This is an optimization exercise on Yosys and OpenROAD, whose aim is small area, a short achievable clock period and few clock cycles per item, not a production implementation. Only simulation tests tie the RTL to the original design; equivalence was not proved.

== run 1 ==
Design sqrt_binary_search, start of the top module:
module sqrt_binary_search (
    input  logic        clk,
    input  logic        rst,         
    input  logic        valid_in,
    input  logic [15:0] x,           
    output logic [15:0] x_sqrt,      
    output logic        valid_out
);
Size in the first run: roughly 670 cells after synthesis, roughly 36 I/O pins, ~0.0038 mm^2 of cells after synthesis.
==> flow/config.mk <==
export PLATFORM = sky130hd
export DESIGN_NAME = sqrt_binary_search
export DESIGN_NICKNAME = sqrt_binary_search
export VERILOG_FILES = /design/flow/design.v
export SDC_FILE = /design/flow/constraint.sdc
export NUM_CORES = 4
export LEC_CHECK = 0
export ABC_AREA = 1
export CAP_MARGIN = 20
export CORE_MARGIN = 2
export CORE_UTILIZATION = 40
export SETUP_SLACK_MARGIN = 1.5
export SLEW_MARGIN = 20
==> flow/constraint.sdc <==
create_clock -name core_clock -period 11.0 [get_ports {clk}]
set_input_delay 2.2000 -clock core_clock [delete_from_list [all_inputs] [get_ports {clk}]]
set_output_delay 2.2000 -clock core_clock [all_outputs]
set_load 0.01 [all_outputs]
standard.sh (not shown) runs the stock make flow with config.mk's settings and CLKGATE_MAP_FILE= SYNTH_SCRIPT=/design/flow/synth_recipe.tcl, a recipe that flattens the netlist after the stock synthesis.
==> flow/flow/run.sh <==
#!/bin/bash
# The standard layout (standard.sh), with two changes:
#  - no adder-cell mapping in synthesis (ADDER_MAP_FILE empty): ABC maps the
#    adders from plain gates instead of the slow ha/fa cells;
#  - buf_2 cells as the port buffers (buffer_ports otherwise picks the slow
#    clkdlybuf4s50_1).
set -e
export ADDER_MAP_FILE=
export BUFFER_PORTS_ARGS="-buffer_cell sky130_fd_sc_hd__buf_2"
bash standard.sh > standard.log 2>&1
Run 1: PASS, flow complete, no timing, DRC or antenna violations
Testbench counts of run 1, summed over its fixed seeds: cycles 262,148, items 262,144.
Setup changes, run 1 to run 2
Settings: changing SETUP_SLACK_MARGIN from 1.5 to 2.
==> flow/flow/run.sh <==
#!/bin/bash
set -e
cp standard.sh standard_sh.log
cp synth_recipe.tcl synth_recipe_tcl.log
export BUFFER_PORTS_ARGS="-buffer_cell sky130_fd_sc_hd__buf_2"
bash standard.sh > standard.log 2>&1
Findings:
- Run 2: synthesized area lower than run 1
- Length of routed wiring on met1, run 1 and run 2: larger value in run 1
- Diff run 1 -> run 2 | area added between synthesis and finish | increase of 6.0 points
### run 2 -> run 3
Settings: changing SETUP_SLACK_MARGIN from 2 to 2.5.
Findings:
- Relative to run 2, the total wirelength of the detailed-routed design measured on run 3 has increased by a few percent.
- Run 3 vs. run 2: global-route usage went up by 0.18 points.
- Area occupied by registers, run 3 and run 2: larger value in run 3
The following lists how run 4 was set up differently from run 3:
Settings: SETUP_SLACK_MARGIN no longer set, was 2.5.
==> flow/run.sh (new file) <==
#!/bin/bash
# synth_recipe.tcl (not shown) runs the flow's synth.tcl, then flattens the netlist and writes it again
# the make line also repeats each setting of config.mk as NAME=value (left out here)
make -C /OpenROAD-flow-scripts/flow DESIGN_CONFIG=/design/flow/config.mk WORK_HOME=/design/flow/orfs CLKGATE_MAP_FILE= SYNTH_SCRIPT=/design/flow/synth_recipe.tcl finish
removed: flow/flow/run.sh
removed: flow/standard.sh
==> summary.txt <==
Run 4 reports its critical path's slowest cell as sky130_fd_sc_hd__dfxtp_1 while run 3 reports sky130_fd_sc_hd__dfxtp_4.
On critical path's largest stage delay, the higher figure sits with run 4, not run 3.
Changes observed in run 4 relative to run 3: met3 wirelength from detailed routing decreased about 43%; met3 usage increased 0.42 points; total stage count of the critical path increased 3; sequential share of layout area increased 0.33 points.
Row utilization: run 4 lower / run 3 higher
| number of combinational gates with multiple inputs | run 4 vs run 3 | ≈ equal |
Cmp run 4 vs run 3: share of cell area taken by multi-input logic gates lower in run 4
Setup changes, run 4 to run 5
Settings: putting SETUP_SLACK_MARGIN at 1.5 where nothing was set.
==> flow/flow/run.sh (new file) <==
#!/bin/bash
set -e
cp standard.sh standard_sh.log
cp synth_recipe.tcl synth_recipe_tcl.log
export BUFFER_PORTS_ARGS="-buffer_cell sky130_fd_sc_hd__buf_2"
bash standard.sh > standard.log 2>&1
==> flow/standard.sh (new file) <==
#!/bin/bash
# synth_recipe.tcl (not shown) runs the flow's synth.tcl, then flattens the netlist and writes it again
# the make line also repeats each setting of config.mk as NAME=value (left out here)
make -C /OpenROAD-flow-scripts/flow DESIGN_CONFIG=/design/flow/config.mk WORK_HOME=/design/flow/orfs CLKGATE_MAP_FILE= SYNTH_SCRIPT=/design/flow/synth_recipe.tcl "${@:-finish}"
removed: flow/run.sh
==> comparison <==
- Reported for run 5 and run 4, die height turned out identical to the last digit.
- Clock period minus final worst setup slack: run 5 < run 4
- Comparing run 5 with run 4, the total length of routed met2 wires came out essentially unchanged.
- | worst max-slew margin expressed relative to the limit | run 5 vs run 4 | 1.2 points lower |
- Global-route usage: run 4 vs run 5, no meaningful difference
- Run 5: core utilization 1.5 points below run 4
- Part of the Yosys area used for sequential elements came out exactly the same in run 5 and run 4.
- Taking run 4 as 1.0, run 5 lands at 1.09 on maximum frequency.
- Relative to run 4, the register area of run 5 is higher by 2.4%.


sqrt_binary_search, a different RTL version from the one above (not shown whole).
Size: about 18 flip-flops, about 36 I/O pins.
==> flow/config.mk <==
export PLATFORM = sky130hd
export DESIGN_NAME = sqrt_binary_search
export DESIGN_NICKNAME = sqrt_binary_search
export VERILOG_FILES = /design/flow/design.v
export SDC_FILE = /design/flow/constraint.sdc
export NUM_CORES = 4
export LEC_CHECK = 0
export ABC_AREA = 1
export CAP_MARGIN = 20
export CORE_MARGIN = 2
export CORE_UTILIZATION = 40
export PLACE_DENSITY = 0.85
export SETUP_SLACK_MARGIN = 1.5
export SLEW_MARGIN = 20
==> flow/constraint.sdc <==
create_clock -name core_clock -period 11.0 [get_ports {clk}]
set_input_delay 2.2000 -clock core_clock [delete_from_list [all_inputs] [get_ports {clk}]]
set_output_delay 2.2000 -clock core_clock [all_outputs]
set_load 0.01 [all_outputs]
==> flow/flow/run.sh <==
#!/bin/bash
# The standard layout (standard.sh), with two changes:
#  - no adder-cell mapping in synthesis (ADDER_MAP_FILE empty): ABC maps the
#    adders from plain gates instead of the slow ha/fa cells;
#  - buf_2 cells as the port buffers (buffer_ports otherwise picks the slow
#    clkdlybuf4s50_1).
set -e
export ADDER_MAP_FILE=
export BUFFER_PORTS_ARGS="-buffer_cell sky130_fd_sc_hd__buf_2"
bash standard.sh > standard.log 2>&1
The first run passed the timing, design-rule and antenna checks.
Testbench counts at the start, summed over its fixed seeds: cycles 262,148, items 262,144.
==> next run, changes <==
Settings changed: CORE_UTILIZATION 40 to 65.
The changed run finished clean. Critical path depth fell by 1. Flip-flop and latch count stays the same. Worst hold slack barely changes. Worst setup slack is worse by 0.28 ns. Global-route usage grows by 13 points. Synthesized cell count is unchanged.
==> next run, changes <==
--- a/flow/flow/run.sh
+++ b/flow/flow/run.sh
@@ -9,2 +9,3 @@
 export BUFFER_PORTS_ARGS="-buffer_cell sky130_fd_sc_hd__buf_2"
+export SETUP_MOVE_SEQUENCE=sizeup,swap
 bash standard.sh > standard.log 2>&1
Settings changed: CORE_UTILIZATION 65 to 40, SETUP_SLACK_MARGIN 1.5 to 4.2.
Result: The new run passed the timing, design-rule and antenna checks; routed wire length climbs by a little under a tenth; cell area rose by about a fifth; non-clock buffer count is unchanged; count of clock-buffer cells in the layout stays the same; flip-flop and latch count is unchanged; fmax grows by roughly a tenth; first-iteration DRC count fell by well over a third; utilization is lower by 20 points.
==> next run, changes <==
==> flow/flow/run.sh (replaced) <==
#!/bin/bash
set -e
cp standard.sh standard_sh.log
cp synth_recipe.tcl synth_recipe_tcl.log
export BUFFER_PORTS_ARGS="-buffer_cell sky130_fd_sc_hd__buf_2"
bash standard.sh > standard.log 2>&1
Settings changed: PLACE_DENSITY 0.85 to default, SETUP_SLACK_MARGIN 4.2 to 1.5.
Setup slack gets worse by 1.4 ns.
Utilization falls by 8.5 points.
Wire length falls by 18%.
Global-route usage stays flat.
Sequential cell count does not change.
Hold slack barely changes.
Non-clock buffer count does not change.
Maximum frequency falls by 17%.
Critical path depth rises by 4.
Die area falls by 1.6%.

## re-timing with driven ports
Ports are ideal in the flow. The routed layouts listed here were re-timed in OpenROAD. Step 1, drivers: a clkbuf_16 drives clk and a buf_2 each remaining input, both assumed. Step 2, shift: input delay + t, output delay - t, t = (earliest + latest rising clock arrival at the registers) / 2. This alone moves slack from input paths to output paths. Three values: ideal ports, drivers, drivers and shift; two values: the first two.
| run | t, ns | slack for setup (ns) | slew at the worst register clock pin (ns) | worst data-port slew with drivers (ns) |
|---|---|---|---|---|
| run 1 | 0.274 | 2.791 / 2.766 / 3.040 | 0.06 / 0.06 | 0.04 |
| run 2 | 0.279 | 2.552 / 2.531 / 2.753 | 0.07 / 0.07 | 0.03 |
| run 3 | 0.279 | 2.795 / 2.773 / 2.971 | 0.07 / 0.07 | 0.03 |
| run 4 | 0.269 | 1.557 / 1.533 / 1.802 | 0.07 / 0.07 | 0.03 |
| run 5 | 0.279 | 2.300 / 2.278 / 2.557 | 0.07 / 0.07 | 0.03 |
| the first run of note 2 | 0.275 | 3.255 / 3.230 / 3.505 | 0.06 / 0.06 | 0.03 |
| the second run of note 2 | 0.269 | 2.972 / 2.947 / 3.216 | 0.06 / 0.06 | 0.03 |
| the third run of note 2 | 0.279 | 3.767 / 3.742 / 3.954 | 0.06 / 0.06 | 0.04 |
| the fourth run of note 2 | 0.269 | 2.328 / 2.333 / 2.064 | 0.07 / 0.07 | 0.03 |
After both steps every run listed still meets setup and hold. For the fourth run of note 2, which loses most, drivers alone change the setup slack by +0.005 ns; drivers and shift together by -0.264 ns.
